From an optimization exercise on the open Yosys and OpenROAD flow, aimed at small area and a short achievable clock period; shortcuts taken in it are not production practice.
In this exercise RTL edits were held to simulation tests only and were not proved equivalent to the original.
Power figures rest on the tool's default switching activity, not on a simulated workload.

## flow/design.v (module list and top-level ports; edited modules follow where they fit)
// module if_layer: 1053 lines
module if_layer
(
    input clk,
    input rst,
    input [7:0] spike_in,
    output [1:0] spike_out,
    input [27:0] mem_addr,
    input [31:0] mem_din,
    input mem_wen,
    output [31:0] mem_dout
);
  // ...
==> flow/flow/run.sh <==
#!/bin/bash
# Own flow: the standard synthesis and layout (standard.sh), with one
# netlist clean-up in between: flow/polarity2.py re-chooses the polarity of full adders (self-dual)
# and simple gates (complement or De Morgan dual) to remove inverters. It
# changes no register and no port. repair_timing aims 5.5 ns above the
# (unchanged) 12 ns constraint. Each tool's output goes to a log here.
set -euo pipefail
R=orfs/results/sky130hd/if_layer/base
bash standard.sh synth > synth_standard.log 2>&1
cp $R/1_2_yosys.v 1_2_yosys.standard.v
python3 flow/polarity2.py 1_2_yosys.standard.v $R/1_2_yosys.v > polarity.log 2>&1
rm -f $R/1_synth.odb $R/1_synth.sdc
bash standard.sh SETUP_SLACK_MARGIN=5.5 "BUFFER_PORTS_ARGS=-buffer_cell sky130_fd_sc_hd__buf_2" finish > layout_standard.log 2>&1
==> flow/flow/polarity2.py <==
#!/usr/bin/env python3
"""Polarity clean-up of a Yosys netlist written by ORFS synthesis (1_2_yosys.v).

Yosys's extract_fa finds full adders in either polarity and leaves inverters
between them and the logic around them. This script removes most of those
inverters by re-choosing, for every full adder and every simple gate, which
polarity it works in:
  * a full adder is self-dual, FA(~a,~b,~c) = ~FA(a,b,c), so it may take all
    its inputs inverted and give both outputs inverted;
  * a simple gate may be swapped for its complement (output inverted, e.g.
    nand2 -> and2), its De Morgan dual (all inputs inverted, nand2 -> or2),
    or both (nand2 -> nor2).
The choice minimises the area of these cells plus the inverters still needed
(simulated annealing, then greedy descent). Registers, ports and every other
cell are untouched; the function of the netlist is unchanged.

usage: polarity2.py IN.v OUT.v
"""
import re, sys, collections, random, math

P = "sky130_fd_sc_hd__"
LIB = "/OpenROAD-flow-scripts/flow/platforms/sky130hd/lib/sky130_fd_sc_hd__tt_025C_1v80.lib"
AREA = {}
cur = None
for line in open(LIB):
    m = re.match(r'\s*cell \("sky130_fd_sc_hd__(\w+)"\)', line)
    if m:
        cur = m.group(1)
    m = re.match(r'\s*area : ([\d.]+)', line)
    if m and cur and cur not in AREA:
        AREA[cur] = float(m.group(1))

# families: [base, complement (output inverted), dual (inputs inverted), both]
FAMS = [
    ["nand2", "and2", "or2", "nor2"], ["nand3", "and3", "or3", "nor3"], ["nand4", "and4", "or4", "nor4"],
    ["a21oi", "a21o", "o21a", "o21ai"], ["a22oi", "a22o", "o22a", "o22ai"],
    ["a211oi", "a211o", "o211a", "o211ai"], ["a31oi", "a31o", "o31a", "o31ai"],
    ["a221oi", "a221o", "o221a", "o221ai"], ["a32oi", "a32o", "o32a", "o32ai"],
    ["xor2", "xnor2", "xor2", "xnor2"],
]
VARIANT = {}   # short cell name -> list of 4 short names indexed by state (bit0 out, bit1 in)
def size_of(fn, drive):
    for d in (drive, "1", "0", "2"):
        if fn + "_" + d in AREA:
            return fn + "_" + d
    return None
for fam in FAMS:
    for k, fn in enumerate(fam):
        for drive in ("0", "1"):
            name = fn + "_" + drive
            if name not in AREA:
                continue
            vs = []
            for s in range(4):
                # state s relative to this member: index k ^ s in the family
                vs.append(size_of(fam[k ^ s], drive))
            if all(vs):
                VARIANT[name] = vs
VARIANT["fa_1"] = ["fa_1", None, None, "fa_1"]
INVERTING = lambda fn: fn.startswith(("nand", "nor", "xnor")) or fn.rsplit("_", 1)[0].endswith(("oi", "ai"))

OUTPINS = {"X", "Y", "Q", "Q_N", "SUM", "COUT", "HI", "LO"}
src = open(sys.argv[1]).read()
inst_re = re.compile(r"^  (\S+) (\S+ ?) ?\(\n(.*?)\n  \);\n", re.S | re.M)
pin_re = re.compile(r"\.(\w+)\((.*?)\)(?:,)?\s*$")
cells, spans = [], []
for m in inst_re.finditer(src):
    pins = []
    for line in m.group(3).split("\n"):
        pm = pin_re.search(line.strip())
        if not pm:
            raise SystemExit("cannot parse pin line: " + line)
        pins.append([pm.group(1), pm.group(2).strip()])
    cells.append({"type": m.group(1), "name": m.group(2), "pins": pins})
    spans.append((m.start(), m.end()))
for (a1, b1), (a2, b2) in zip(spans, spans[1:]):
    assert src[b1:a2].strip() == "", "unparsed text between cells"

ports = set()
for m in re.finditer(r"^\s*(input|output)\s*(\[\d+:\d+\])?\s*(\S+);", src, re.M):
    rng, nm = m.group(2), m.group(3)
    if rng:
        hi, lo = map(int, rng[1:-1].split(":"))
        for k in range(min(hi, lo), max(hi, lo) + 1):
            ports.add(f"{nm}[{k}]")
    ports.add(nm)

def short(t):
    return t[len(P):] if t.startswith(P) else None
def pin_of(c, p):
    for q, n in c["pins"]:
        if q == p:
            return n
    return None

driver = {}
for ci, c in enumerate(cells):
    for pin, net in c["pins"]:
        if pin in OUTPINS:
            driver[net] = ci
isinv = [short(c["type"]) == "inv_1" for c in cells]

def base(net):
    q = 0
    for _ in range(10):
        if net in driver and isinv[driver[net]] and net not in ports:
            net = pin_of(cells[driver[net]], "A")
            q ^= 1
        else:
            break
    return net, q

flippable = []
for ci, c in enumerate(cells):
    s = short(c["type"])
    if s in VARIANT:
        outs = [n for p, n in c["pins"] if p in OUTPINS]
        if any(o in ports for o in outs):
            continue
        flippable.append(ci)
fidx = {ci: k for k, ci in enumerate(flippable)}
state = [0] * len(flippable)
isfa = set(ci for ci in flippable if short(cells[ci]["type"]) == "fa_1")

def oflip(ci):
    return state[fidx[ci]] & 1 if ci in fidx else 0
def iflip(ci):
    return (state[fidx[ci]] >> 1) & 1 if ci in fidx else 0

net_loads = collections.defaultdict(list)
for ci, c in enumerate(cells):
    if isinv[ci]:
        y = pin_of(c, "Y")
        if y in ports:
            b, q = base(y)
            net_loads[b].append((-1, q))
        continue
    for pin, net in c["pins"]:
        if pin in OUTPINS:
            continue
        b, q = base(net)
        net_loads[b].append((ci, q))
drv_of = {b: driver[b] for b in net_loads if b in driver and driver[b] in fidx}

def net_cost(b):
    d = oflip(drv_of[b]) if b in drv_of else 0
    for ci, q in net_loads[b]:
        if q ^ d ^ (iflip(ci) if ci >= 0 else 0):
            return AREA["inv_1"]
    return 0.0
def cell_cost(ci):
    return AREA[VARIANT[short(cells[ci]["type"])][state[fidx[ci]]]]
touch = collections.defaultdict(set)
for b, loads in net_loads.items():
    for ci, q in loads:
        if ci in fidx:
            touch[ci].add(b)
    if b in drv_of:
        touch[drv_of[b]].add(b)
def total():
    return sum(net_cost(b) for b in net_loads) + sum(cell_cost(ci) for ci in flippable)
def local(ci):
    return sum(net_cost(b) for b in touch[ci]) + cell_cost(ci)
def choices(ci):
    return (0, 3) if ci in isfa else (0, 1, 2, 3)

before = total() + sum(AREA["inv_1"] for i in range(len(cells)) if isinv[i]) - sum(net_cost(b) for b in net_loads)
def optimise(seed, fa_start):
    rng = random.Random(seed)
    state[:] = [3 if (fa_start and ci in isfa) else 0 for ci in flippable]
    if fa_start == 2:
        # gates whose output feeds only full adders start complemented
        for ci in flippable:
            if ci in isfa:
                continue
            outs = [n for p, n in cells[ci]["pins"] if p in OUTPINS]
            if outs and all(net_loads.get(o) and all(l in isfa for l, q in net_loads[o]) for o in outs):
                state[fidx[ci]] = 1
    cur = total()
    best, best_state = cur, list(state)
    moves = 300 * len(flippable)
    T0, T1 = 3.0, 0.02
    for it in range(moves):
        T = T0 * (T1 / T0) ** (it / moves)
        ci = flippable[rng.randrange(len(flippable))]
        k = fidx[ci]
        old = state[k]
        new = rng.choice([s for s in choices(ci) if s != old])
        b0 = local(ci)
        state[k] = new
        d = local(ci) - b0
        if d <= 0 or rng.random() < math.exp(-d / T):
            cur += d
            if cur < best - 1e-9:
                best, best_state = cur, list(state)
        else:
            state[k] = old
    state[:] = best_state
    improved = True
    while improved:
        improved = False
        for ci in flippable:
            k = fidx[ci]
            old = state[k]
            b0 = local(ci)
            bestv, bests = b0, old
            for s in choices(ci):
                state[k] = s
                v = local(ci)
                if v < bestv - 1e-9:
                    bestv, bests = v, s
            state[k] = bests
            if bests != old:
                improved = True
    return total(), list(state)
res = [optimise(s, f) for s in (1, 2) for f in (0, 1, 2)]
end, st = min(res)
state[:] = st

# rewrite
extra_wires = []
phys_inv = {}
def inverted(b):
    if b not in phys_inv:
        phys_inv[b] = f"_pol_n{len(phys_inv)}_"
        extra_wires.append(phys_inv[b])
    return phys_inv[b]
flipnet = {}
for b, ci in drv_of.items():
    if oflip(ci):
        flipnet[b] = f"_pol_f{len(flipnet)}_"
        extra_wires.append(flipnet[b])
def phys(b):
    return flipnet.get(b, b)
def connect(b, want):
    r = want ^ (oflip(drv_of[b]) if b in drv_of else 0)
    return inverted(b) if r else phys(b)

out_cells = []
for ci, c in enumerate(cells):
    if isinv[ci]:
        y = pin_of(c, "Y")
        if y in ports:
            b, q = base(y)
            r = q ^ (oflip(drv_of[b]) if b in drv_of else 0)
            if r:
                out_cells.append((P + "inv_1", c["name"], [["A", phys(b)], ["Y", y]]))
            else:
                out_cells.append((P + "buf_1", c["name"], [["A", phys(b)], ["X", y]]))
        continue
    typ = c["type"]
    inv_in = 0
    if ci in fidx:
        typ = P + VARIANT[short(c["type"])][state[fidx[ci]]]
        inv_in = iflip(ci)
    pins = []
    for pin, net in c["pins"]:
        if pin in OUTPINS:
            if pin in ("X", "Y") and typ != c["type"]:
                pin = "Y" if INVERTING(short(typ)) else "X"
            pins.append([pin, flipnet.get(net, net) if ci in fidx else net])
        else:
            b, q = base(net)
            pins.append([pin, connect(b, q ^ inv_in)])
    out_cells.append((typ, c["name"], pins))
for b, nm in phys_inv.items():
    out_cells.append((P + "inv_1", f"_pol_i{nm[6:-1]}_ ", [["A", phys(b)], ["Y", nm]]))

def fmt(t, n, pins):
    body = ",\n".join(f"    .{p}({net}{' ' if net.startswith(chr(92)) else ''})" for p, net in pins)
    if not n.endswith(" "):
        n = n + " "
    return f"  {t} {n}(\n{body}\n  );\n"
first, last = spans[0][0], spans[-1][1]
out = src[:first] + "".join(f"  wire {w};\n" for w in extra_wires) + "".join(fmt(*x) for x in out_cells) + src[last:]
open(sys.argv[2], "w").write(out)
n_inv = sum(1 for t, n, p in out_cells if short(t) == "inv_1")
sys.stderr.write(f"polarity2: cells+inverters area {before:.1f} -> {end:.1f}; inverters {sum(isinv)} -> {n_inv}; changed cells {sum(1 for s in state if s)} of {len(flippable)}\n")
==> flow/standard.sh <==
#!/bin/bash
# synth_recipe.tcl (not shown) runs the flow's synth.tcl, then flattens the netlist and writes it again
# the make line also repeats each setting of config.mk as NAME=value (left out here)
make -C /OpenROAD-flow-scripts/flow DESIGN_CONFIG=/design/flow/config.mk WORK_HOME=/design/flow/orfs CLKGATE_MAP_FILE= SYNTH_SCRIPT=/design/flow/synth_recipe.tcl "${@:-finish}"
==> flow/config.mk <==
export PLATFORM = sky130hd
export DESIGN_NAME = if_layer
export DESIGN_NICKNAME = if_layer
export VERILOG_FILES = /design/flow/design.v
export SDC_FILE = /design/flow/constraint.sdc
export NUM_CORES = 4
export LEC_CHECK = 0
export ABC_AREA = 1
export CAP_MARGIN = 20
export CORE_MARGIN = 2
export CORE_UTILIZATION = 55
export CTS_CLUSTER_DIAMETER = 80
export CTS_CLUSTER_SIZE = 24
export PLACE_DENSITY = 0.72
export SLEW_MARGIN = 20
==> flow/constraint.sdc <==
create_clock -name core_clock -period 12.0 [get_ports {clk}]
set_input_delay 2.4000 -clock core_clock [delete_from_list [all_inputs] [get_ports {clk}]]
set_output_delay 2.4000 -clock core_clock [all_outputs]
set_load 0.01 [all_outputs]
==> flow_summary.toml, run 1 <==
[timing]
final.setup.tns_ns = 0
period_needed_ns = 6.54
setup_ws_ns = 5.46
maxSlewHeadroom_pct = 33.3
worstMarginPinSlew_ns = 1.00

[floorplanning]
num_rows = 102
initial_core_util_pct = 55.4
die_x_um = 283

[setup_path]
crit_fanout = 8
critical_path_class = "input port to register"
cp.depth = 19
r2r_end = "n0_npot[34]$_SDFF_PP1_"
cp.arrival_ns = 7.06
critPathTopFamily = "adder cells"

[hold_path]
hp-start = "n1_npot[58]$_SDFF_PP1_"
min_to = "n1_npot[58]$_SDFF_PP1_"

[global_routing]
busiest_layer = "met2"
use_met2_pct = 53.8
antenna_found_initial = 15
overflow = 0

[cts]
cts-root-buf = "clkbuf_16"
cts_buffer_depth = 3
cts_tree = "done"
path_clk_slew_ns = 0.08

[placement]
routabilityCongestion = 0.939

[detailed_routing]
avgViaCountPerCell = 6.38
drc_errors = 0
dr.pass1.iters = 7
drt-met1-wl_um = 50400

[layout]
multi_input_area_share_pct = 46.5
final_cell_mix = "752 x nand2_1, 576 x edfxtp_1, 298 x inv_1, 282 x nand3_1, 272 x fa_1"
drive_gt1_share_pct = 20.8
fin_cells = 5089

[pwr]
p_leak_nw = 18.7
power.switching_mw = 4.65
powerComb_mw = 5.98
power_frac_seq_pct = 27.8
peakVddDrop_mv = 0.195

[yosys]
ys.warnings.count = 1

[outcome]
status = "timing/DRC/antenna clean"
==> inputs of run 2 (changes only) <==
==> flow/flow/run.sh (replaced) <==
#!/bin/bash
# Own flow: the standard synthesis and layout (standard.sh), with one
# netlist clean-up in between: flow/polarity.py flips full adders (self-dual)
# and 2-input gates to their complements where that removes inverters. It
# changes no register and no port. Each tool's output goes to a log here.
set -euo pipefail
R=orfs/results/sky130hd/if_layer/base
bash standard.sh synth > synth_standard.log 2>&1
cp $R/1_2_yosys.v 1_2_yosys.standard.v
python3 flow/polarity.py 1_2_yosys.standard.v $R/1_2_yosys.v > polarity.log 2>&1
rm -f $R/1_synth.odb $R/1_synth.sdc
bash standard.sh "BUFFER_PORTS_ARGS=-buffer_cell sky130_fd_sc_hd__buf_2" finish > layout_standard.log 2>&1
==> flow/flow/polarity.py (new file) <==
#!/usr/bin/env python3
"""Polarity clean-up of a Yosys netlist written by ORFS synthesis (1_2_yosys.v).

Yosys's extract_fa finds full adders in either polarity and leaves inverters
between them, and ABC maps AND gates feeding adders as and2 where a nand2
would do. A full adder is self-dual (FA(~a,~b,~c) = ~FA(a,b,c)), so each
adder may be flipped: all of its inputs and both of its outputs inverted.
Likewise and2/nand2, or2/nor2 and xor2/xnor2 may be swapped for their
complement. This script chooses a flip for every such cell that minimises
the cell area of the flipped cells plus the inverters still needed, and
rewrites the netlist. Registers and ports are untouched.

usage: polarity.py IN.v OUT.v
"""
import re, sys, collections, random

AREA = {"inv_1": 3.7536, "and2_1": 6.256, "nand2_1": 3.7536, "or2_1": 6.256,
        "nor2_1": 3.7536, "xor2_1": 8.7584, "xnor2_1": 8.7584, "fa_1": 20.0192}
COMP = {"and2_1": "nand2_1", "nand2_1": "and2_1", "or2_1": "nor2_1", "nor2_1": "or2_1",
        "xor2_1": "xnor2_1", "xnor2_1": "xor2_1", "fa_1": "fa_1"}
OUTPINS = {"X", "Y", "Q", "Q_N", "SUM", "COUT", "HI", "LO"}
P = "sky130_fd_sc_hd__"

src = open(sys.argv[1]).read()
inst_re = re.compile(r"^  (\S+) (\S+ ?) ?\(\n(.*?)\n  \);\n", re.S | re.M)
pin_re = re.compile(r"\.(\w+)\((.*?)\)(?:,)?\s*$")

cells = []   # dict(type, name, pins: list of [pin, net])
spans = []
for m in inst_re.finditer(src):
    typ, name, body = m.group(1), m.group(2), m.group(3)
    pins = []
    for line in body.split("\n"):
        pm = pin_re.search(line.strip())
        if not pm:
            raise SystemExit("cannot parse pin line: " + line)
        pins.append([pm.group(1), pm.group(2).strip()])
    cells.append({"type": typ, "name": name, "pins": pins})
    spans.append((m.start(), m.end()))

ports = set()
for m in re.finditer(r"^\s*(input|output)\s*(\[\d+:\d+\])?\s*(\S+);", src, re.M):
    rng, nm = m.group(2), m.group(3)
    if rng:
        hi, lo = map(int, rng[1:-1].split(":"))
        for k in range(min(hi, lo), max(hi, lo) + 1):
            ports.add(f"{nm}[{k}]")
    ports.add(nm)

def short(t):
    return t[len(P):] if t.startswith(P) else None

driver = {}
for ci, c in enumerate(cells):
    for pin, net in c["pins"]:
        if pin in OUTPINS:
            driver[net] = (ci, pin)

isinv = [short(c["type"]) == "inv_1" for c in cells]
def pin_of(c, p):
    for q, n in c["pins"]:
        if q == p:
            return n
    return None

def base(net):
    """(base net, parity) stripping inverters."""
    q = 0
    seen = 0
    while net in driver and isinv[driver[net][0]] and net not in ports and seen < 10:
        net = pin_of(cells[driver[net][0]], "A")
        q ^= 1
        seen += 1
    return net, q

flippable = []
for ci, c in enumerate(cells):
    s = short(c["type"])
    if s in COMP and (s in __import__("os").environ.get("ONLY", s)):
        outs = [n for p, n in c["pins"] if p in OUTPINS]
        if any(o in ports for o in outs):
            continue
        flippable.append(ci)
fidx = {ci: k for k, ci in enumerate(flippable)}
isfa = set(ci for ci in flippable if short(cells[ci]["type"]) == "fa_1")
def flin(ci):
    """does flipping cell ci invert what it needs at its inputs (full adders only)"""
    return flip[fidx[ci]] if ci in isfa else 0

# loads: every non-inverter input pin, expressed on its base net
# net_loads[base] = list of (load cell index or -1, parity q)
net_loads = collections.defaultdict(list)
for ci, c in enumerate(cells):
    if isinv[ci]:
        continue
    for pin, net in c["pins"]:
        if pin in OUTPINS:
            continue
        b, q = base(net)
        net_loads[b].append((ci, q))
# output ports driven through inverters count as loads
port_loads = []
for ci, c in enumerate(cells):
    if isinv[ci]:
        y = pin_of(c, "Y")
        if y in ports:
            b, q = base(y)
            net_loads[b].append((-1, q))

# nets by driver: base nets driven by flippable cells
drv_of = {}
for b in net_loads:
    if b in driver and driver[b][0] in fidx:
        drv_of[b] = driver[b][0]

flip = [0] * len(flippable)
def fl(ci):
    return flip[fidx[ci]] if ci in fidx else 0

def net_cost(b):
    d = fl(drv_of[b]) if b in drv_of else 0
    need = False
    for ci, q in net_loads[b]:
        r = q ^ d ^ (flin(ci) if ci >= 0 else 0)
        if r:
            need = True
            break
    return AREA["inv_1"] if need else 0.0

def cell_cost(ci):
    s = short(cells[ci]["type"])
    return AREA[COMP[s]] if fl(ci) else AREA[s]

# nets touching each flippable cell
touch = collections.defaultdict(set)
for b, loads in net_loads.items():
    for ci, q in loads:
        if ci in fidx:
            touch[ci].add(b)
    if b in drv_of:
        touch[drv_of[b]].add(b)

def total():
    return sum(net_cost(b) for b in net_loads) + sum(cell_cost(ci) for ci in flippable)

orig_inv = sum(isinv) * AREA["inv_1"] + sum(AREA[short(cells[ci]["type"])] for ci in flippable)
def optimise(allflip):
    global flip
    start = total()
    import math
    if allflip:
        for ci in flippable:
            if short(cells[ci]["type"]) in ("fa_1", "and2_1"):
                flip[fidx[ci]] = 1
        cur0 = total()
        sys.stderr.write(f"all flipped start {cur0:.1f}\n")
        start = cur0
    def delta_flip(ci):
        before = sum(net_cost(b) for b in touch[ci]) + cell_cost(ci)
        flip[fidx[ci]] ^= 1
        after = sum(net_cost(b) for b in touch[ci]) + cell_cost(ci)
        return after - before
    rng = random.Random(1)
    cur = start
    best = cur
    best_flip = list(flip)
    moves = 400 * len(flippable)
    T0, T1 = 3.0, 0.02
    for it in range(moves):
        T = T0 * (T1 / T0) ** (it / moves)
        ci = flippable[rng.randrange(len(flippable))]
        d = delta_flip(ci)
        if d <= 0 or rng.random() < math.exp(-d / T):
            cur += d
            if cur < best - 1e-9:
                best = cur
                best_flip = list(flip)
        else:
            flip[fidx[ci]] ^= 1
    flip[:] = best_flip
    improved = True
    rounds = 0
    while improved and rounds < 50:
        improved = False
        rounds += 1
        for ci in flippable:
            if delta_flip(ci) < -1e-9:
                improved = True
            else:
                flip[fidx[ci]] ^= 1
    
    return total(), list(flip), start

results = []
for af in (False, True):
    flip[:] = [0] * len(flippable)
    results.append(optimise(af))
best = min(results, key=lambda r: r[0])
flip[:] = best[1]
start = best[2]
rounds = 0
end = total()
sys.stderr.write(f"polarity: inverters+flippable area before {orig_inv:.1f}, model start {start:.1f}, after {end:.1f}, flipped {sum(flip)} of {len(flippable)}, rounds {rounds}\n")

# rewrite
newcells = []
extra_wires = []
ninv = 0
phys_inv = {}   # base net -> inverted net name
def inverted(b):
    global ninv
    if b not in phys_inv:
        nm = f"_pol_n{len(phys_inv)}_"
        phys_inv[b] = nm
        extra_wires.append(nm)
    return phys_inv[b]

# physical net of a base net b carries b ^ flip(driver)
flipnet = {}
for b, ci in drv_of.items():
    if fl(ci):
        flipnet[b] = f"_pol_f{len(flipnet)}_"
        extra_wires.append(flipnet[b])

def phys(b):
    return flipnet.get(b, b)

def phys_parity(b):
    return fl(drv_of[b]) if b in drv_of else 0

def connect(b, want):
    """net carrying value (b ^ want) physically"""
    r = want ^ phys_parity(b)
    return inverted(b) if r else phys(b)

out_cells = []
for ci, c in enumerate(cells):
    if isinv[ci]:
        y = pin_of(c, "Y")
        if y in ports:
            b, q = base(y)
            # drive the port from the right polarity: buffer-free, keep an inverter if needed
            r = q ^ phys_parity(b)
            if r:
                out_cells.append((P + "inv_1", c["name"], [["A", phys(b)], ["Y", y]]))
            else:
                out_cells.append((P + "buf_1", c["name"], [["A", phys(b)], ["X", y]]))
        continue
    s = short(c["type"])
    f = fl(ci)
    typ = P + COMP[s] if (ci in fidx and f) else c["type"]
    pins = []
    for pin, net in c["pins"]:
        if pin in OUTPINS:
            if typ != c["type"] and pin in ("X", "Y"):
                pin = "Y" if short(typ) in ("nand2_1", "nor2_1", "xnor2_1") else "X"
            pins.append([pin, flipnet.get(net, net) if ci in fidx else net])
        else:
            b, q = base(net)
            pins.append([pin, connect(b, q ^ (f if ci in isfa else 0))])
    out_cells.append((typ, c["name"], pins))
for b, nm in phys_inv.items():
    out_cells.append((P + "inv_1", f"_pol_i{nm[6:-1]}_ ", [["A", phys(b)], ["Y", nm]]))

def fmt(t, n, pins):
    body = ",\n".join(f"    .{p}({net}{' ' if net.startswith(chr(92)) else ''})" for p, net in pins)
    if not n.endswith(" "):
        n = n + " "
    return f"  {t} {n}(\n{body}\n  );\n"

first, last = spans[0][0], spans[-1][1]
for (a1, b1), (a2, b2) in zip(spans, spans[1:]):
    assert src[b1:a2].strip() == "", "unparsed text between cells: " + src[b1:a2][:200]
head = src[:first]
# declare new wires after the last existing wire declaration in head
decl = "".join(f"  wire {w};\n" for w in extra_wires)
out = head + decl + "".join(fmt(*x) for x in out_cells) + src[last:]
open(sys.argv[2], "w").write(out)
newarea = sum(AREA.get(short(t), 0) for t, n, p in out_cells if short(t) in ("inv_1",) ) + \
    sum(AREA[short(t)] for t, n, p in out_cells if short(t) in AREA and short(t) != "inv_1")
sys.stderr.write(f"polarity: inverters now {sum(1 for t,n,p in out_cells if short(t)=='inv_1')} (were {sum(isinv)})\n")
if len(sys.argv) > 3:  # diagnostics
    c = collections.Counter()
    for b in net_loads:
        if net_cost(b) > 0:
            dt = short(cells[driver[b][0]]["type"]) if b in driver else ("port" if b in ports else "?")
            lt = tuple(sorted(set((short(cells[ci]["type"]) if ci >= 0 else "port") + ("*" if (q ^ (fl(drv_of[b]) if b in drv_of else 0) ^ (flin(ci) if ci >= 0 else 0)) else "") for ci, q in net_loads[b])))
            c[(dt, lt)] += 1
    for k, v in c.most_common(20):
        print(v, k)
    c2 = collections.Counter((short(cells[ci]["type"]), fl(ci)) for ci in flippable)
    print(c2)
==> flow/config.mk (replaced) <==
export PLATFORM = sky130hd
export DESIGN_NAME = if_layer
export DESIGN_NICKNAME = if_layer
export VERILOG_FILES = /design/flow/design.v
export SDC_FILE = /design/flow/constraint.sdc
export NUM_CORES = 4
export LEC_CHECK = 0
export CAP_MARGIN = 20
export CORE_MARGIN = 2
export CORE_UTILIZATION = 40
export CTS_CLUSTER_DIAMETER = 100
export CTS_CLUSTER_SIZE = 30
export PLACE_DENSITY = 0.6
export SETUP_SLACK_MARGIN = 5
export SLEW_MARGIN = 20
removed: flow/flow/polarity2.py
==> run 2 against run 1 <==
Against the previous run: still clean; synthesized area down 0.36%; first-iteration DRC count fell by 8.6%; register-to-register slack got worse by 0.62 ns; routed wire length down 0.13%; worst hold slack improved by 0.046 ns; clock skew is 0.019 ns lower; critical path depth up 2; synthesized cell count decreased by 7.9%; sequential cell count stayed put; critical endpoint is now n0_npot[47]$_SDFF_PP1_; largest cell class unchanged; largest power group unchanged.
==> flow_summary.toml, run 2 <==
[placement]
detailedPlace.worstSlack_ns = 2.73
place.port_buffers = 104
routabilityCongestion = 0.898
dpl.hpwl_um = 89300

[pwr]
switching_share_pct = 42.6
combPwrFrac_pct = 58.3
peakVddDrop_mv = 0.150
p_leak_nw = 17.5
pwr-share-clk_pct = 13.7
powerDensity_nw_per_um2 = 218
internal_power_mw = 6.20
power_frac_seq_pct = 28.0
power.switching_mw = 4.59

[layout]
final_common_cell = "nand2_1"
nFillCells = 9409
nets = 4282
reg.largest.list = "n0_npot (64), n1_npot (64)"
drive_gt1_share_pct = 19.4
final_cell_mix = "667 x nand2_1, 576 x edfxtp_1, 364 x fa_1, 197 x nor2_1, 172 x inv_1"
area.growth.synth_to_final_pct = 15.9

[detailed_routing]
wl_per_cell_um = 27.8
drc_errors = 0
drt_iter0_drc = 3870
avgViaCountPerCell = 5.94
route.vias.total = 30411
ant_nets = 0
routed_wl_um = 142000
dr.pass1.iters = 6

[timing]
setup_ws_ns = 4.95
period_share_pct = 58.7
maxSlewHeadroom_pct = 7.01
finalHoldViolations = 0
skew_ns = 0.0265
final.setup.tns_ns = 0
setup_viol = 0
rsz0062_at_grt = "true"
period_needed_ns = 7.05
slew_violations = 0
max_freq_ghz = 0.142
holdWs_ns = 0.550
worstMarginPinSlew_ns = 1.38

[setup_path]
r2r_end = "n0_npot[47]$_SDFF_PP1_"
r2r_slack_ns = 6.66
critical_path_class = "input port to register"
crit_path_end = "n0_npot[47]$_SDFF_PP1_"
cp.arrival_ns = 7.60
cp_data_required_time_ns = 12.55
startpoint = "spike_in[5]"
crit_path_start_kind = "input port"
r2r_cells = 18
end_kind = "register"
crit_fanout = 8
r2r_start = "n0_w7[4]$_DFFE_PP_"

[cts]
cts_buffer_depth = 3
cts_buffers = 34
cts_tree = "done"
clock_sinks = 706
clk_latency_ns = 0.62
path_clk_slew_ns = 0.11
cts.htree.levels = 2
cts-root-buf = "clkbuf_16"

[global_routing]
overflow = 0
grt_max_degree = 94
antenna_found_initial = 16
first_global_vias = 30064
gr-usage-all-layers_pct = 25.7
grt_pass1_wl_um = 204000

[floorplanning]
core_um2 = 106000
dieArea_um2 = 109000
die_x_um = 331
die_h_um = 331
initial_core_util_pct = 40.5
num_rows = 119
pin_count = 105

[yosys]
avgSynthCellArea_um2 = 12.0
synth.cell_area_um2 = 42700
syn_inst = 3547
synth_fp_nets = 4136
ys.warnings.count = 1

[hold_path]
hold_class = "register to register"

[flow_run]
cap_violations = 0

[outcome]
status = "timing/DRC/antenna clean"
[run 2: stage by stage]
step	total power, mW	cells	utilization (%)	instance area (um2)
finish	10.8	5116	46.9	49500
global route	11.5	5111	46.9	49500
CTS	10.3	5050	45.7	48200
detailed placement	8.50	4932	43.2	45600
global placement	8.45	4932	43.2	45600
floorplan	7.26	3547	-	44000
[run 2: routing by layer]
| layer | routed length (um) | track usage (%) | vias to the layer above |
|---|---|---|---|
| met2 | 63100 | 39.5 | 1726 |
| met4 | 3870 | 6.50 | 10 |
| li1 | - | - | 12792 |
| met3 | 16000 | 4.77 | 227 |
| met1 | 59400 | 37.6 | 15656 |
| met5 | 64 | 0 | - |
[run 2: cell type report]
cell class	instances	area [um2]	area share [%]
Timing Repair Buffer	269	2980	6.01
Inverter	177	664	1.34
Clock inverter	17	199	0.402
Clock buffer	44	941	1.90
Tap cell	1391	1740	3.52
Sequential cell	706	19900	40.2
Multi-Input combinational cell	2505	23100	46.6
Antenna cell	7	17.5	0.0354
[run 2: worst min path at each step]
stage | from | to | slack [ns] | cells past startpoint
6_report | n1_npot[46]$_SDFF_PP1_ | n1_npot[46]$_SDFF_PP1_ | 0.55 | 2
5_1_grt | n0_npot[62]$_SDFF_PP1_ | n0_npot[62]$_SDFF_PP1_ | 0.56 | 2
4_1_cts | n0_npot[62]$_SDFF_PP1_ | n0_npot[62]$_SDFF_PP1_ | 0.55 | 2
3_5_place_dp | n0_npot[62]$_SDFF_PP1_ | n0_npot[62]$_SDFF_PP1_ | 0.54 | 2
3_3_place_gp | n1_npot[46]$_SDFF_PP1_ | n1_npot[46]$_SDFF_PP1_ | 0.52 | 2
2_1_floorplan | clr[0]$_SDFF_PP1_ | n0_npot[0]$_SDFF_PP1_ | 0.49 | 1
[run 2: what timing repair did]
action	in CTS	in global routing
pin swaps	26	83
setup endpoints to repair	121	67
buffers inserted	39	44
resized for setup	118	150
cloned	18	15
hold buffers	0	0
[run 2: worst max-delay path, cell delays in order]
cell and delay [ns]:
buf_16 0.14, buf_16 0.17, buf_12 0.13, nand2_1 0.09, fa_2 0.46, fa_2 0.40, fa_1 0.50, fa_1 0.55
inv_1 0.07, ha_4 0.28, inv_1 0.10, o31ai_4 0.27, a22oi_2 0.15, a2111oi_4 0.30, buf_4 0.19, o2111a_2 0.28
buf_6 0.13, o21ai_4 0.10, or4_4 0.54, and3_4 0.18, o21ai_1 0.11
[run 2: power by group through the flow]
| stage | logic, mW | registers, mW | clock network, mW |
|---|---|---|---|
| floorplan | 4.27 | 2.99 | 0 |
| global placement | 5.38 | 3.07 | 0 |
| detailed placement | 5.43 | 3.07 | 0 |
| CTS | 5.75 | 3.02 | 1.49 |
| global route | 6.89 | 3.05 | 1.57 |
| finish | 6.29 | 3.02 | 1.48 |
==> inputs of run 3 (changes only) <==
--- a/flow/config.mk
+++ b/flow/config.mk
@@ -8,8 +8,8 @@
 export CAP_MARGIN = 20
 export CORE_MARGIN = 2
 export CORE_UTILIZATION = 40
-export CTS_CLUSTER_DIAMETER = 100
-export CTS_CLUSTER_SIZE = 30
+export CTS_CLUSTER_DIAMETER = 80
+export CTS_CLUSTER_SIZE = 24
 export PLACE_DENSITY = 0.6
-export SETUP_SLACK_MARGIN = 5
+export SETUP_SLACK_MARGIN = 4.6
 export SLEW_MARGIN = 20
==> run 3 against run 2 <==
Against the previous run: synthesized cell count stayed put; register-to-register slack lost 0.14 ns; cell area fell by 2.8%; critical path type unchanged; maximum frequency is 3.2% lower; worst hold slack is essentially flat; utilization is 1.3 points lower; final cell count is 0.92% lower; still clean on timing, DRC and antenna; clock power up 26%.
==> flow_summary.toml, run 3 <==
[outcome]
status = "timing/DRC/antenna clean"

[yosys]
synth_fp_nets = 4136
synth.cell_area_um2 = 42700
avgSynthCellArea_um2 = 12.0
ys.warnings.count = 1
syn_inst = 3547

[layout]
diodes = 0
reg.largest.list = "n0_npot (64), n1_npot (64)"
area.growth.synth_to_final_pct = 12.7
final_cell_mix = "689 x nand2_1, 576 x edfxtp_1, 438 x fa_1, 203 x nor2_1, 172 x inv_1"
fin_cells = 5069
fin_util_pct = 45.6
drive_gt1_share_pct = 14.2
nets = 4231
final_common_cell = "nand2_1"

[setup_path]
path_cells = "buf_8, buf_16, nand2_1, fa_1, fa_2, fa_2, fa_1, inv_1, ha_4, a21oi_1, o31ai_4, a22oi_2, a2111oi_4, buf_4, o2111a_2, o2111ai_4, or4_4, and3_1, o21ai_1"
cp.arrival_ns = 7.86
cp.depth = 19
end_kind = "register"
crit_fanout = 15
critical_path_class = "input port to register"
r2r_cells = 17
cpPeakStageDelay_ns = 0.62
critical_path_buf_inv_count = 4
cp_data_required_time_ns = 12.58
crit_slowest_cell = "fa_2"
critPathTopFamily = "adder cells"
crit_path_start_kind = "input port"

[timing]
finalHoldViolations = 0
setup_ws_ns = 4.72
rsz0062_at_grt = "true"
period_needed_ns = 7.28
maxSlewHeadroom_pct = 9.27
worstMarginPinSlew_ns = 1.34
skew_ns = 0.0362
max_freq_ghz = 0.137
setup_viol = 0
period_share_pct = 60.7
final.setup.tns_ns = 0
holdWs_ns = 0.551
slew_violations = 0

[floorplanning]
dieArea_um2 = 109000
pin_count = 105
num_rows = 119
initial_core_util_pct = 40.5
die_x_um = 331
core_um2 = 106000
die_h_um = 331

[detailed_routing]
route.vias.total = 29451
wl_per_cell_um = 26.5
drc_errors = 0
drt_iter0_drc = 3356
routed_wl_um = 134000
dr.pass1.iters = 6
avgViaCountPerCell = 5.81
ant_nets = 0

[hold_path]
min_path_cells = 2
hold_class = "register to register"

[global_routing]
first_global_vias = 29410
grt_max_degree = 78
antenna_found_initial = 8
gr-usage-all-layers_pct = 24.2
overflow = 0
grt_pass1_wl_um = 194000

[placement]
routabilityCongestion = 0.878
dpl.hpwl_um = 86700
dp_cells = 4929
detailedPlace.worstSlack_ns = 2.65
place.port_buffers = 104

[cts]
cts.htree.levels = 2
ctsHoldBuffers = 0
cts_tree = "done"
cts_buffer_depth = 3
clk_latency_ns = 0.66
clock_sinks = 706
cts_buffers = 46
path_clk_slew_ns = 0.09
cts-root-buf = "clkbuf_16"

[pwr]
peakVddDrop_mv = 0.138
powerDensity_nw_per_um2 = 217
p_leak_nw = 17.0

[flow_run]
cap_violations = 0
[run 3: changes by cell type in the layout (fill, tap and decap cells not counted), sizes merged]
cell	change
a21o	-1
and3	-1
buf	-53
bufbuf	-7
bufinv	+3
clkbuf	+11
clkinv	+2
clkinvlp	+1
diode	-7
inv	+5
[run 3: path summary, 6_finish.rpt]
path                               start                endpoint  slack [ns]
hold reg to reg   n0_npot[62]$_SDFF_PP1_  n0_npot[62]$_SDFF_PP1_        0.55
setup / recovery             spike_in[7]  n0_npot[58]$_SDFF_PP1_        4.72
setup reg to reg      n0_w7[4]$_DFFE_PP_  n0_npot[58]$_SDFF_PP1_        6.52
hold / removal    n0_npot[62]$_SDFF_PP1_  n0_npot[62]$_SDFF_PP1_        0.55
[run 3: per-layer routing]
metal | vias up | part of all wire (%) | track usage (%)
li1 | 12691 | - | -
met1 | 15043 | 42 | 34.9
met2 | 1497 | 45 | 38.1
met3 | 210 | 10 | 4.82
met4 | 10 | 2.3 | 5.28
met5 | - | 0.041 | 0
[run 3: report_power, final]
part / switching (mW) / leakage, nW / total, mW / internal (mW)
sequential: 0.213 / 6.26 / 3.02 / 2.81
clock: 0.990 / 0.802 / 1.86 / 0.868
combinational: 3.17 / 9.99 / 5.58 / 2.42
total: 4.37 / 17.0 / 10.5 / 6.09
[run 3: through the flow]
step           area (um2)  total power, mW
3_5_place_dp        45000             8.10
2_1_floorplan       42900             6.92
6_report            48100             10.5
5_1_grt             48100             11.2
4_1_cts             47100             10.0
3_3_place_gp        45000             8.07
[run 3: area by class of cell]
type | count | area (um2)
tap | 1391 | 1740
clock inverter | 28 | 392
timing repair buffer | 208 | 1940
multi-input combinational | 2503 | 22200
clock buffer | 56 | 1260
fill | 9550 | 57400
inverter | 177 | 664
sequential | 706 | 19900
[run 3: worst min-delay path, stage by stage (launching register included)]
cell     delay, ns
dfxtp_1       0.34
nor2_1        0.10
mux2i_1       0.07
[run 3: what timing repair did]
item                                    4_1_cts  5_1_grt
endpoints found under the setup margin       88       57
setup buffers                                12       29
resized for setup                            57      117
cloned                                        5       10
pin swaps                                     7       42
==> inputs of run 4 (changes only) <==
--- a/flow/config.mk
+++ b/flow/config.mk
@@ -5,11 +5,12 @@
 export SDC_FILE = /design/flow/constraint.sdc
 export NUM_CORES = 4
 export LEC_CHECK = 0
+export ABC_AREA = 1
 export CAP_MARGIN = 20
 export CORE_MARGIN = 2
 export CORE_UTILIZATION = 40
 export CTS_CLUSTER_DIAMETER = 80
 export CTS_CLUSTER_SIZE = 24
 export PLACE_DENSITY = 0.6
-export SETUP_SLACK_MARGIN = 4.6
+export SETUP_SLACK_MARGIN = 5
 export SLEW_MARGIN = 20
==> run 4 against run 3 <==
Against the previous run: still clean on timing, DRC and antenna; maximum frequency increased by 5.0%; clock skew down 0.0082 ns; worst hold slack worse by 0.045 ns; synthesized area rose by 1.8%; global-route usage about the same; die area grew 1.8%; clock-buffer cell count is 4 lower; routed wire length increased by 3.5%; cell area hardly changed; worst setup slack gained 0.35 ns; largest cell class unchanged.
==> flow_summary.toml, run 4 <==
[outcome]
status = "timing/DRC/antenna clean"

[cts]
cts.htree.levels = 2
path_clk_slew_ns = 0.10
cts-root-buf = "clkbuf_16"
clock_sinks = 706
cts_buffers = 45
cts_buffer_depth = 3
clk_latency_ns = 0.65
cts_tree = "done"

[timing]
period_needed_ns = 6.93
slew_violations = 0
max_freq_ghz = 0.144
maxSlewHeadroom_pct = 41.4
skew_ns = 0.0280
finalHoldViolations = 0
period_share_pct = 57.7
worstMarginPinSlew_ns = 0.878
final.setup.tns_ns = 0
setup_viol = 0
rsz0062_at_grt = "false"

[detailed_routing]
drt_iter0_drc = 3808
avgViaCountPerCell = 5.65
drc_errors = 0
ant_nets = 0
dr.pass1.iters = 6
routed_wl_um = 139000
wl_per_cell_um = 24.5
route.vias.total = 32079

[pwr]
powerDensity_nw_per_um2 = 201
total_power_mw = 9.68
peakVddDrop_mv = 0.117
p_leak_nw = 19.5

[global_routing]
antenna_found_initial = 14
grt_pass1_wl_um = 202000
overflow = 0
grt_max_degree = 65
first_global_vias = 31772
gr-usage-all-layers_pct = 24.2

[setup_path]
crit_fanout = 32
cp.arrival_ns = 4.53
crit_path_start_kind = "input port"
end_kind = "primary output"
critical_path_class = "input port to primary output"
cp_data_required_time_ns = 9.60

[yosys]
synth_fp_nets = 4748
ys.warnings.count = 1
avgSynthCellArea_um2 = 10.5
synth.cell_area_um2 = 43500
syn_inst = 4159

[floorplanning]
die_h_um = 334
dieArea_um2 = 111000
core_um2 = 108000
die_x_um = 334
initial_core_util_pct = 40.4
pin_count = 105
num_rows = 120

[layout]
final_common_cell = "nand2_1"
reg.largest.list = "n0_npot (64), n1_npot (64)"
final_cell_mix = "863 x nand2_1, 613 x inv_1, 576 x edfxtp_1, 449 x fa_1, 302 x nand3_1"
area.growth.synth_to_final_pct = 10.7
nets = 4826
nFillCells = 10011
drive_gt1_share_pct = 9.46

[flow_run]
cap_violations = 0

[placement]
place.port_buffers = 104
dpl.hpwl_um = 86700
routabilityCongestion = 0.901

[hold_path]
hold_class = "register to register"
## run 4: report_power, final
part           total [mW]  internal (mW)  leakage [nW]  switching, mW
Combinational        4.95           1.72          12.5           3.22
Clock                1.80          0.825         0.774          0.974
Sequential           2.93           2.79          6.25          0.147
## run 4: what timing repair did
item	CTS	global route
endpoints found under the setup margin	125	70
resized for setup	49	47
gates cloned	6	14
hold buffers	0	0
buffers inserted	8	4
pin swaps	3	3
## run 4: worst paths after layout
path,from,endpoint,slack (ns),cells past startpoint
max,mem_addr[17],mem_dout[12],5.07,6
max reg2reg,n1_w6[28]$_DFFE_PP_,n1_npot[38]$_SDFF_PP1_,7.23,15
min,n1_npot[63]$_SDFF_PP1_,n1_npot[63]$_SDFF_PP1_,0.51,2
min reg2reg,n1_npot[63]$_SDFF_PP1_,n1_npot[63]$_SDFF_PP1_,0.51,2
## run 4: stage by stage
step                      cell area, um2  setup WS, ns  util [%]  hold slack (ns)  cells
after floorplan                    43500          4.55         -            0.461   4159
after global routing               48100          4.99      44.8            0.534   5675
after CTS                          47600          5.01      44.3            0.508   5654
after detailed placement           45600          3.41      42.5            0.489   5560
final                              48100          5.07      44.8            0.505   5678
after global placement             45600          3.48      42.5            0.474   5560
## run 4: worst max-delay path, cell delays in order
cell and delay [ns]:
buf_2 0.10, or4_1 0.54, nor2_1 0.20, nand3_4 0.47
mux2_1 0.61, buf_2 0.18
## run 4: area by class of cell
class / count / area (um2) / share of cell area (%)
sequential: 706 / 19900 / 41.3
timing repair buffer: 179 / 1500 / 3.11
clock buffer: 52 / 1230 / 2.55
inverter: 619 / 2320 / 4.83
multi-input combinational: 2686 / 21100 / 43.7
clock inverter: 28 / 363 / 0.754
antenna: 5 / 12.5 / 0.0260
tap: 1403 / 1760 / 3.65
## run 4: per-layer routing
| metal | track usage [%] | part of all wire [%] | wire (um) |
|---|---|---|---|
| met1 | 34.3 | 41 | 57500 |
| met5 | 0 | 0.062 | 86 |
| met4 | 6.93 | 2.9 | 4060 |
| met2 | 38.8 | 46 | 63600 |
| met3 | 3.65 | 9.9 | 13800 |
==> inputs of run 5 (changes only) <==
--- a/flow/config.mk
+++ b/flow/config.mk
@@ -5,7 +5,6 @@
 export SDC_FILE = /design/flow/constraint.sdc
 export NUM_CORES = 4
 export LEC_CHECK = 0
-export ABC_AREA = 1
 export CAP_MARGIN = 20
 export CORE_MARGIN = 2
 export CORE_UTILIZATION = 40
==> run 5 against run 4 <==
Against the previous run: cell area grew 4.7%; register-to-register slack got worse by 0.52 ns; synthesized cell count decreased by 15%; sequential power rose by 3%; worst setup slack got worse by 0.042 ns; die area shrank 1.8%; utilization grew 3.0 points; sequential cell count did not move; non-clock buffer count grew 140; critical path depth up 13; routed wire length increased by 4.5%; worst hold slack improved by 0.041 ns.
==> flow_summary.toml, run 5 <==
[outcome]
status = "timing/DRC/antenna clean"

[detailed_routing]
route.vias.total = 30548
dr.pass1.iters = 5
drt_iter0_drc = 3674
wl_per_cell_um = 28.1
avgViaCountPerCell = 5.90
drc_errors = 0
ant_nets = 0
routed_wl_um = 145000

[floorplanning]
die_x_um = 331
num_rows = 119
pin_count = 105
dieArea_um2 = 109000
die_h_um = 331
initial_core_util_pct = 40.5
core_um2 = 106000

[setup_path]
end_kind = "register"
cp_data_required_time_ns = 12.55
crit_path_start_kind = "input port"
path_cells = "buf_16, bufbuf_16, nand2_1, fa_1, fa_2, fa_2, fa_1, inv_1, ha_4, a21o_1, a21o_1, a221oi_2, o21ai_2, o2111a_2, buf_6, o21ai_4, nor3_2, or4_1, and2_1"
crit_slowest_cell = "fa_1"
startpoint = "spike_in[3]"
crit_fanout = 8
cp.arrival_ns = 7.52
r2r_start = "n0_w1[3]$_DFFE_PP_"
critical_path_class = "input port to register"
cpPeakStageDelay_ns = 0.60

[global_routing]
first_global_vias = 30137
grt_pass1_wl_um = 205000
gr-usage-all-layers_pct = 25.7
overflow = 0
grt_max_degree = 94
antenna_found_initial = 15

[cts]
cts_buffers = 43
cts-root-buf = "clkbuf_16"
cts.htree.levels = 2
ctsHoldBuffers = 0
cts_buffer_depth = 3
cts_tree = "done"
path_clk_slew_ns = 0.09
clk_latency_ns = 0.65
clock_sinks = 706

[layout]
area.growth.synth_to_final_pct = 18.0
final_cell_mix = "663 x nand2_1, 576 x edfxtp_1, 338 x fa_1, 196 x nor2_1, 170 x inv_1"
drive_gt1_share_pct = 21.6
fin_cells = 5174
fin_area_um2 = 50400
reg.largest.list = "n0_npot (64), n1_npot (64)"
final_common_cell = "nand2_1"
nets = 4339

[timing]
skew_ns = 0.0415
final.setup.tns_ns = 0
finalHoldViolations = 0
worstMarginPinSlew_ns = 1.24
period_share_pct = 58.1
slew_violations = 0
period_needed_ns = 6.97
max_freq_ghz = 0.143
setup_viol = 0
setup_ws_ns = 5.03
rsz0062_at_grt = "true"
maxSlewHeadroom_pct = 16.1

[pwr]
powerDensity_nw_per_um2 = 221
total_power_mw = 11.2
p_leak_nw = 17.9
peakVddDrop_mv = 0.148

[yosys]
avgSynthCellArea_um2 = 12.0
synth_fp_nets = 4136
synth.cell_area_um2 = 42700
syn_inst = 3547
ys.warnings.count = 1

[placement]
dp_cells = 4932
place.port_buffers = 104
detailedPlace.worstSlack_ns = 2.73
routabilityCongestion = 0.898
dpl.hpwl_um = 89300
placed_area_um2 = 45600

[hold_path]
hold_class = "register to register"
hp-start = "n1_npot[46]$_SDFF_PP1_"

[flow_run]
cap_violations = 0
-- run 5: final timing paths --
path                                  to  slack (ns)  cells past startpoint
setup / recovery  n0_npot[46]$_SDFF_PP1_        5.03                     19
hold / removal    n1_npot[46]$_SDFF_PP1_        0.55                      2
setup reg to reg  n0_npot[46]$_SDFF_PP1_        6.71                     18
hold reg to reg   n1_npot[46]$_SDFF_PP1_        0.55                      2
-- run 5: layout make-up --
cell class | instances | area (um2)
fill | 9339 | 55200
multi-input combinational | 2503 | 23200
sequential | 706 | 19900
timing repair buffer | 319 | 3470
tap | 1391 | 1740
clock buffer | 52 | 1140
inverter | 177 | 664
clock inverter | 22 | 267
antenna | 4 | 10.0
-- run 5: through the flow --
| step | utilization (%) | hold slack (ns) |
|---|---|---|
| finish | 47.7 | 0.546 |
| CTS | 45.9 | 0.551 |
| detailed placement | 43.2 | 0.536 |
| global route | 47.7 | 0.555 |
| global placement | 43.2 | 0.522 |
| floorplan | - | 0.488 |
-- run 5: critical path: cells and delay by family --
kind                     cells  cell delay, ns
AO/OA/AOI/OAI                6            1.40
adder cells (fa/ha/maj)      5            2.30
buffers and inverters        4            0.67
AND/OR/NAND/NOR              4            0.72
-- run 5: per-layer routing --
layer | up-vias | share of wire (%) | GRT usage [%]
met3 | 248 | 12 | 5.62
li1 | 12904 | - | -
met2 | 1699 | 44 | 39.2
met1 | 15679 | 41 | 37.2
met5 | - | 0.079 | 0
met4 | 18 | 2.9 | 7.06
-- run 5: what timing repair did --
action / 4_1_cts / 5_1_grt
setup endpoints to repair: 120 / 70
pin swaps: 18 / 147
resized for setup: 110 / 216
buffers inserted: 37 / 91
cloned: 19 / 17
-- run 5: report_power, final --
group          internal (mW)  total, mW  switching [mW]
Combinational           2.92       6.47            3.55
Clock                  0.720       1.66           0.936
Sequential              2.81       3.02           0.217
Total                   6.45       11.2            4.70
==> inputs of run 6 (changes only) <==
--- a/flow/config.mk
+++ b/flow/config.mk
@@ -7,9 +7,9 @@
 export LEC_CHECK = 0
 export CAP_MARGIN = 20
 export CORE_MARGIN = 2
-export CORE_UTILIZATION = 40
+export CORE_UTILIZATION = 55
 export CTS_CLUSTER_DIAMETER = 80
 export CTS_CLUSTER_SIZE = 24
-export PLACE_DENSITY = 0.6
+export PLACE_DENSITY = 0.72
 export SETUP_SLACK_MARGIN = 5
 export SLEW_MARGIN = 20
==> run 6 against run 5 <==
Against the previous run: clock skew decreased by 0.0016 ns; clock-buffer cell count increased by 1; final cell count shrank 7.7%; largest power group unchanged.
==> flow_summary.toml, run 6 <==
[yosys]
synth.cell_area_um2 = 42700
avgSynthCellArea_um2 = 12.0
syn_inst = 3547
ys.warnings.count = 1
synth_fp_nets = 4136

[hold_path]
hp-start = "n1_npot[46]$_SDFF_PP1_"
min_path_cells = 2
min_to = "n1_npot[46]$_SDFF_PP1_"
hold_class = "register to register"

[setup_path]
cp.arrival_ns = 7.56
cpMostUsedCell = "fa_1"
r2r_start = "n0_w7[5]$_DFFE_PP_"
r2r_cells = 16
cp_data_required_time_ns = 12.55
cpPeakStageDelay_ns = 0.56
path_cells = "buf_16, buf_16, nand2_1, fa_1, fa_1, fa_1, fa_1, inv_1, ha_4, and3_4, nand4_1, a2111oi_4, o2111a_2, o2111ai_4, or4_4, and3_4, o21ai_1"
crit_path_start_kind = "input port"
crit_fanout = 14
r2r_end = "n0_npot[58]$_SDFF_PP1_"
r2r_slack_ns = 6.67
end_kind = "register"
critical_path_class = "input port to register"
crit_slowest_cell = "fa_1"

[pwr]
power.switching_mw = 4.52
combPwrFrac_pct = 56.5
p_leak_nw = 17.5
switching_share_pct = 41.6
powerDensity_nw_per_um2 = 220
pwr-share-clk_pct = 15.7
internal_power_mw = 6.35
peakVddDrop_mv = 0.167
total_power_mw = 10.9
power_frac_seq_pct = 27.8

[timing]
slew_violations = 0
maxSlewHeadroom_pct = 6.99
worstMarginPinSlew_ns = 1.38
skew_ns = 0.0398
period_share_pct = 58.4
holdWs_ns = 0.543
final.setup.tns_ns = 0
max_freq_ghz = 0.143
setup_viol = 0
finalHoldViolations = 0
rsz0062_at_grt = "true"
period_needed_ns = 7.01

[detailed_routing]
route.vias.total = 30344
drc_errors = 0
drt_iter0_drc = 3964
ant_nets = 0
dr.pass1.iters = 6
routed_wl_um = 131000
avgViaCountPerCell = 6.35
wl_per_cell_um = 27.5

[floorplanning]
die_h_um = 283
dieArea_um2 = 79900
initial_core_util_pct = 55.3
pin_count = 105
num_rows = 102
core_um2 = 77200
die_x_um = 283

[placement]
place.port_buffers = 104
routabilityCongestion = 0.877
dpl.hpwl_um = 80400

[global_routing]
gr-usage-all-layers_pct = 31.9
first_global_vias = 29816
antenna_found_initial = 10
grt_pass1_wl_um = 187000
grt_max_degree = 71
overflow = 0

[cts]
cts_buffer_depth = 3
cts_tree = "done"
clk_latency_ns = 0.65
cts-root-buf = "clkbuf_16"
clock_sinks = 706
cts.htree.levels = 2
cts_buffers = 43
path_clk_slew_ns = 0.09

[layout]
nets = 4290
reg.largest.list = "n0_npot (64), n1_npot (64)"
fin_util_pct = 63.8
drive_gt1_share_pct = 19.3
nFillCells = 5645
final_common_cell = "nand2_1"
final_cell_mix = "672 x nand2_1, 576 x edfxtp_1, 374 x fa_1, 199 x nor2_1, 173 x inv_1"
area.growth.synth_to_final_pct = 15.4

[outcome]
status = "timing/DRC/antenna clean"

[flow_run]
cap_violations = 0
## run 6: what timing repair did
action / 4_1_cts / 5_1_grt
setup endpoints to repair: 133 / 71
cloned: 14 / 24
gates resized for setup: 113 / 145
buffers inserted: 26 / 60
pin swaps: 16 / 45
hold buffers: 0 / 0
## run 6: critical path: cells and delay by family
family	cells	cell delay (ns)
adders and majority gates	5	2.32
and+or+nand+nor	5	1.26
AOI/OAI and AO/OA	4	1.15
buffers and inverters	3	0.38
## run 6: area by class of cell
type	count	area (um2)	share of cell area, %
Tap cell	1040	1300	2.64
Antenna cell	2	5.00	0.0102
Inverter	177	664	1.35
Clock inverter	25	348	0.706
Clock buffer	53	1130	2.30
Multi-Input combinational cell	2507	23100	46.8
Sequential cell	706	19900	40.4
Timing Repair Buffer	266	2860	5.81
## run 6: layer usage
| layer | GRT usage (%) | wire length [um] |
|---|---|---|
| met3 | 7.08 | 16700 |
| met5 | 0 | 68 |
| met1 | 43.6 | 48400 |
| met4 | 12.1 | 5800 |
| met2 | 50.4 | 60200 |
## run 6: worst max path at each step
stage	slack, ns	end	cells after the start	start
after floorplan	4.56	n1_w5[0]$_DFFE_PP_	5	mem_addr[5]
after global placement	2.83	n1_npot[43]$_SDFF_PP1_	18	spike_in[3]
after detailed placement	2.73	n1_npot[43]$_SDFF_PP1_	18	spike_in[3]
after CTS	4.98	n1_npot[45]$_SDFF_PP1_	19	spike_in[6]
after global routing	4.87	n0_npot[47]$_SDFF_PP1_	20	spike_in[4]
final	4.99	n0_npot[58]$_SDFF_PP1_	17	spike_in[0]
## run 6: power by group through the flow
stage	registers [mW]	logic, mW	clock network, mW
global placement	3.06	5.21	0
finish	3.02	6.14	1.70
global route	3.05	6.75	1.79
floorplan	2.99	4.27	0
CTS	3.01	5.53	1.71
detailed placement	3.06	5.30	0
## run 6: metrics by stage
step,std cells,cell area [um2],setup WS (ns)
2_1_floorplan,3547,44000,4.56
3_3_place_gp,4572,45100,2.83
3_5_place_dp,4572,45100,2.73
4_1_cts,4690,47700,4.98
5_1_grt,4774,49300,4.87
6_report,4776,49300,4.99
==> inputs of run 7 (changes only) <==
--- a/flow/config.mk
+++ b/flow/config.mk
@@ -5,6 +5,7 @@
 export SDC_FILE = /design/flow/constraint.sdc
 export NUM_CORES = 4
 export LEC_CHECK = 0
+export ABC_AREA = 1
 export CAP_MARGIN = 20
 export CORE_MARGIN = 2
 export CORE_UTILIZATION = 55
==> run 7 against run 6 <==
Against the previous run: synthesized cell count grew 17%; non-clock buffer count down 100; utilization decreased by 3.7 points; global-route usage down 0.42 points; final cell count rose by 11%; register-to-register slack gained 0.40 ns; largest cell class unchanged.
==> flow_summary.toml, run 7 <==
[outcome]
status = "timing/DRC/antenna clean"

[placement]
placed_area_um2 = 45200
place.port_buffers = 104
routabilityCongestion = 0.953
dpl.hpwl_um = 81100
dp_cells = 5202

[timing]
period_share_pct = 57.6
worstMarginPinSlew_ns = 1.02
period_needed_ns = 6.91
setup_viol = 0
final.setup.tns_ns = 0
finalHoldViolations = 0
rsz0062_at_grt = "true"
maxSlewHeadroom_pct = 32.0
skew_ns = 0.0567
slew_violations = 0
max_freq_ghz = 0.145

[detailed_routing]
drt_iter0_drc = 3948
wl_per_cell_um = 24.7
dr.pass1.iters = 9
route.vias.total = 32147
drc_errors = 0
avgViaCountPerCell = 6.07
routed_wl_um = 131000
ant_nets = 0

[setup_path]
crit_slowest_cell = "fa_1"
end_kind = "register"
critical_path_class = "input port to register"
crit_fanout = 28
critPathTopFamily = "adder cells"
cp.arrival_ns = 7.40
cpMostUsedCell = "fa_1"
cpPeakStageDelay_ns = 0.56
path_cells = "buf_6, buf_16, nand2_1, fa_1, fa_1, fa_1, fa_1, inv_1, ha_1, fa_1, nand3_1, nand3_1, a21oi_2, inv_1, a21oi_1, inv_1, nand3b_1, nand2_1, a21boi_0, o21ai_0"
critical_path_buf_inv_count = 5
cp_data_required_time_ns = 12.48
crit_path_start_kind = "input port"

[cts]
cts_buffers = 42
ctsHoldBuffers = 0
path_clk_slew_ns = 0.09
cts-root-buf = "clkbuf_16"
cts_tree = "done"
clock_sinks = 706
clk_latency_ns = 0.64
cts.htree.levels = 2
cts_buffer_depth = 3

[floorplanning]
dieArea_um2 = 81300
die_h_um = 285
num_rows = 103
initial_core_util_pct = 55.3
die_x_um = 285
pin_count = 105
core_um2 = 78600

[yosys]
synth.cell_area_um2 = 43500
synth_fp_nets = 4748
avgSynthCellArea_um2 = 10.5
ys.warnings.count = 1
syn_inst = 4159

[pwr]
combPwrFrac_pct = 50.9
power.switching_mw = 4.17
p_leak_nw = 19.2
total_power_mw = 9.46
peakVddDrop_mv = 0.183
pwr-share-clk_pct = 18.1
powerDensity_nw_per_um2 = 200
power_frac_seq_pct = 31.0
internal_power_mw = 5.29
switching_share_pct = 44.1

[layout]
fin_area_um2 = 47300
final_common_cell = "nand2_1"
area.growth.synth_to_final_pct = 8.73
drive_gt1_share_pct = 8.50
nets = 4803
fin_cells = 5298
nFillCells = 6362
final_cell_mix = "868 x nand2_1, 613 x inv_1, 576 x edfxtp_1, 450 x fa_1, 303 x nand3_1"
reg.largest.list = "n0_npot (64), n1_npot (64)"
fin_util_pct = 60.1

[flow_run]
cap_violations = 0

[global_routing]
gr-usage-all-layers_pct = 31.5
first_global_vias = 31921
antenna_found_initial = 8
grt_pass1_wl_um = 192000
overflow = 0
grt_max_degree = 66

[hold_path]
hold_class = "register to register"
[run 7: changes by cell type in the layout (fill, tap and decap cells not counted), sizes merged, moves of 27 or more]
cell	previous run	this run
a311oi	4	35
inv	186	628
o21ai	123	88
a21o	39	2
mux4	29	0
nand3	38	321
nand2	690	880
xnor2	33	4
o22ai	37	105
buf	247	159
mux2i	71	0
nand4	46	112
mux2	68	32
and3	27	0
[run 7: power by group through the flow]
stage	Sequential (mW)	Clock [mW]	Combinational, mW
floorplan	2.94	0	3.54
global placement	2.99	0	4.53
detailed placement	2.99	0	4.63
CTS	2.93	1.72	4.70
global route	2.96	1.80	5.45
finish	2.94	1.71	4.82
[run 7: area by class of cell]
cell class / count / area [um2] / area share (%)
clock inverter: 21 / 318 / 0.672
inverter: 619 / 2320 / 4.91
multi-input combinational: 2679 / 20900 / 44.1
timing repair buffer: 166 / 1410 / 2.97
tap: 1050 / 1310 / 2.78
sequential: 706 / 19900 / 42.1
antenna: 1 / 2.50 / 0.00529
clock buffer: 56 / 1150 / 2.44
[run 7: worst register-to-register path: stages (launching register included)]
cell      delay, ns
edfxtp_1       0.36
nand2_1        0.08
fa_1           0.47
fa_1           0.52
fa_1           0.52
fa_1           0.56
inv_1          0.04
ha_1           0.28
fa_1           0.51
nand3_1        0.09
nand3_1        0.16
a21oi_2        0.29
inv_1          0.18
a21oi_1        0.21
inv_1          0.11
nand3b_1       0.10
nand2_1        0.08
a21boi_0       0.15
o21ai_0        0.09
[run 7: path summary, 6_finish.rpt]
path	startpoint	to	slack, ns	cells past startpoint
setup / recovery	spike_in[2]	n0_npot[35]$_SDFF_PP1_	5.09	20
hold / removal	n1_npot[58]$_SDFF_PP1_	n1_npot[58]$_SDFF_PP1_	0.51	2
setup reg to reg	n0_w7[2]$_DFFE_PP_	n0_npot[35]$_SDFF_PP1_	7.07	18
hold reg to reg	n1_npot[58]$_SDFF_PP1_	n1_npot[58]$_SDFF_PP1_	0.51	2
[run 7: timing repair]
action | CTS | global route
cloned | 4 | 10
gates resized for setup | 41 | 24
pin swaps | 2 | 5
setup endpoints to repair | 94 | 65
buffers inserted | 0 | 4
[run 7: routing by layer]
metal  part of all wire [%]  up-vias  GRT usage [%]
met3                     14      356           6.71
li1                       -    13969              -
met2                     46     2172           50.5
met5                  0.043        -              0
met1                     37    15640           43.1
met4                    3.8       10           10.6
[run 7: per-stage QoR]
step | hold WS, ns | setup WS [ns]
2_1_floorplan | 0.461 | 4.55
3_3_place_gp | 0.480 | 3.47
3_5_place_dp | 0.489 | 3.35
4_1_cts | 0.512 | 5.01
5_1_grt | 0.531 | 4.90
6_report | 0.508 | 5.09
==> inputs of run 8 (changes only) <==
==> flow/flow/run.sh (replaced) <==
#!/bin/bash
# Own flow: the standard synthesis and layout (standard.sh), with one
# netlist clean-up in between: flow/polarity.py flips full adders (self-dual)
# and 2-input gates to their complements where that removes inverters. It
# changes no register and no port. repair_timing aims 5.5 ns above the
# (unchanged) 12 ns constraint. Each tool's output goes to a log here.
set -euo pipefail
R=orfs/results/sky130hd/if_layer/base
bash standard.sh synth > synth_standard.log 2>&1
cp $R/1_2_yosys.v 1_2_yosys.standard.v
python3 flow/polarity.py 1_2_yosys.standard.v $R/1_2_yosys.v > polarity.log 2>&1
rm -f $R/1_synth.odb $R/1_synth.sdc
bash standard.sh SETUP_SLACK_MARGIN=5.5 "BUFFER_PORTS_ARGS=-buffer_cell sky130_fd_sc_hd__buf_2" finish > layout_standard.log 2>&1
--- a/flow/config.mk
+++ b/flow/config.mk
@@ -12,5 +12,4 @@
 export CTS_CLUSTER_DIAMETER = 80
 export CTS_CLUSTER_SIZE = 24
 export PLACE_DENSITY = 0.72
-export SETUP_SLACK_MARGIN = 5
 export SLEW_MARGIN = 20
==> run 8 against run 7 <==
Against the previous run: highest routed layer unchanged; combinational power up about 10%; via count up 3.4%; maximum frequency increased by 6.0%; critical endpoint is now mem_dout[10]; cell area grew 4.3%; synthesized area stayed put; largest cell class unchanged; utilization is 2.6 points higher; final cell count rose by 1.6%; non-clock buffer count up 72; still clean on timing, DRC and antenna.
==> flow_summary.toml, run 8 <==
[yosys]
ys.warnings.count = 1
syn_inst = 4159
synth.cell_area_um2 = 43500
synth_fp_nets = 4748
avgSynthCellArea_um2 = 10.5

[global_routing]
grt_max_degree = 92
overflow = 0
first_global_vias = 32981
antenna_found_initial = 10
grt_pass1_wl_um = 204000
gr-usage-all-layers_pct = 34.0

[layout]
drive_gt1_share_pct = 12.3
reg.largest.list = "n0_npot (64), n1_npot (64)"
area.growth.synth_to_final_pct = 13.4
nets = 4888
final_cell_mix = "857 x nand2_1, 612 x inv_1, 576 x edfxtp_1, 437 x fa_1, 302 x nand3_1"
fin_cells = 5384
final_common_cell = "nand2_1"

[timing]
setup_viol = 0
period_needed_ns = 6.52
setup_ws_ns = 5.48
worstMarginPinSlew_ns = 1.02
skew_ns = 0.0267
period_share_pct = 54.3
final.setup.tns_ns = 0
finalHoldViolations = 0
maxSlewHeadroom_pct = 31.8
slew_violations = 0
max_freq_ghz = 0.153
rsz0062_at_grt = "true"

[detailed_routing]
routed_wl_um = 144000
wl_per_cell_um = 26.7
drt_iter0_drc = 4278
avgViaCountPerCell = 6.17
ant_nets = 0
route.vias.total = 33242
dr.pass1.iters = 8
drc_errors = 0

[cts]
clock_sinks = 706
cts_buffer_depth = 3
cts_buffers = 42
cts.htree.levels = 2
clk_latency_ns = 0.64
path_clk_slew_ns = 0.09
cts-root-buf = "clkbuf_16"
cts_tree = "done"

[setup_path]
end_kind = "primary output"
cpMostUsedCell = "buf_12"
crit_fanout = 10
crit_path_start_kind = "input port"
critical_path_buf_inv_count = 4
cp_data_required_time_ns = 9.60
r2r_start = "n1_w7[10]$_DFFE_PP_"
critPathTopFamily = "simple AND/OR/NAND/NOR gates"
path_cells = "buf_6, or4_4, nor2_4, buf_12, nand3_4, buf_12, mux2_2, buf_2"
cp.arrival_ns = 4.12
r2r_cells = 19
r2r_end = "n1_npot[41]$_SDFF_PP1_"
cpPeakStageDelay_ns = 0.54
crit_slowest_cell = "or4_4"
r2r_slack_ns = 7.36
critical_path_class = "input port to primary output"

[floorplanning]
initial_core_util_pct = 55.3
num_rows = 103
die_h_um = 285
core_um2 = 78600
pin_count = 105
die_x_um = 285
dieArea_um2 = 81300

[hold_path]
min_to = "n1_npot[63]$_SDFF_PP1_"
hp-start = "n1_npot[63]$_SDFF_PP1_"
min_path_cells = 2
hold_class = "register to register"

[placement]
place.port_buffers = 104
detailedPlace.worstSlack_ns = 3.50
dpl.hpwl_um = 81400
routabilityCongestion = 0.973
dp_cells = 5198

[outcome]
status = "timing/DRC/antenna clean"

[pwr]
p_leak_nw = 20.0
peakVddDrop_mv = 0.225
powerDensity_nw_per_um2 = 202

[flow_run]
cap_violations = 0
==> run 8: changes by cell type in the layout (fill, tap and decap cells not counted), moves of 12 or more <==
cell     delta
a21oi_1    -13
buf_12     +21
buf_16     +16
buf_4      +29
fa_1       -13
fa_2       +13
ha_1       -23
ha_4       +12
nor2_1     -17
nor2_2     +14
==> run 8: worst max-delay path by stage <==
stage | end | startpoint | slack (ns) | cells past startpoint
global route | n0_npot[51]$_SDFF_PP1_ | spike_in[6] | 5.43 | 23
global placement | n1_npot[63]$_SDFF_PP1_ | spike_in[4] | 3.61 | 19
finish | mem_dout[10] | mem_addr[14] | 5.48 | 8
floorplan | n0_w0[0]$_DFFE_PP_ | mem_addr[4] | 5.36 | 6
CTS | mem_dout[10] | mem_addr[14] | 5.49 | 8
detailed placement | n1_npot[42]$_SDFF_PP1_ | spike_in[4] | 3.50 | 19
==> run 8: layer usage <==
metal	share of wire [%]	vias up	GRT usage (%)
met4	6.6	12	17.0
met5	0.049	-	0
li1	-	14212	-
met2	43	2379	52.2
met1	35	16113	44.6
met3	15	526	9.33
==> run 8: through the flow <==
step	util (%)	total power, mW	hold slack, ns	instance area, um2
after CTS	60.9	9.50	0.513	47900
final	62.7	9.95	0.512	49300
after global routing	62.7	10.6	0.534	49300
after floorplan	-	6.55	0.461	44000
after detailed placement	57.6	7.69	0.492	45300
after global placement	57.6	7.59	0.478	45300
==> run 8: final cells by class <==
| class | count | area, um2 |
|---|---|---|
| inverter | 619 | 2320 |
| timing repair buffer | 238 | 2730 |
| sequential | 706 | 19900 |
| tap | 1050 | 1310 |
| clock buffer | 54 | 1160 |
| multi-input combinational | 2692 | 21600 |
| fill | 6011 | 29300 |
| clock inverter | 20 | 263 |
| antenna | 5 | 12.5 |
==> run 8: timing repair <==
item	in CTS	in global routing
hold buffers	0	0
endpoints found under the setup margin	147	92
buffers inserted	15	41
cloned	25	26
gates resized for setup	100	104
hold endpoints to repair	0	0
pin swaps	10	27
==> run 8: worst min-delay path, stage by stage, from the launching register on <==
cell and delay [ns]:
dfxtp_1 0.32, nand3_1 0.08, nand3_1 0.07
==> run 8: power breakdown <==
part / internal [mW] / switching [mW]
registers: 2.79 / 0.149
logic: 1.93 / 3.39
clock network: 0.766 / 0.925
total: 5.49 / 4.46

Setup slack of run 8, layout unchanged: 5.480 ns with ideal ports, 5.382 ns with driving cells assumed (clock clkbuf_16, inputs buf_2), 4.690 ns with port delays also shifted by the 0.692 ns mid clock arrival.
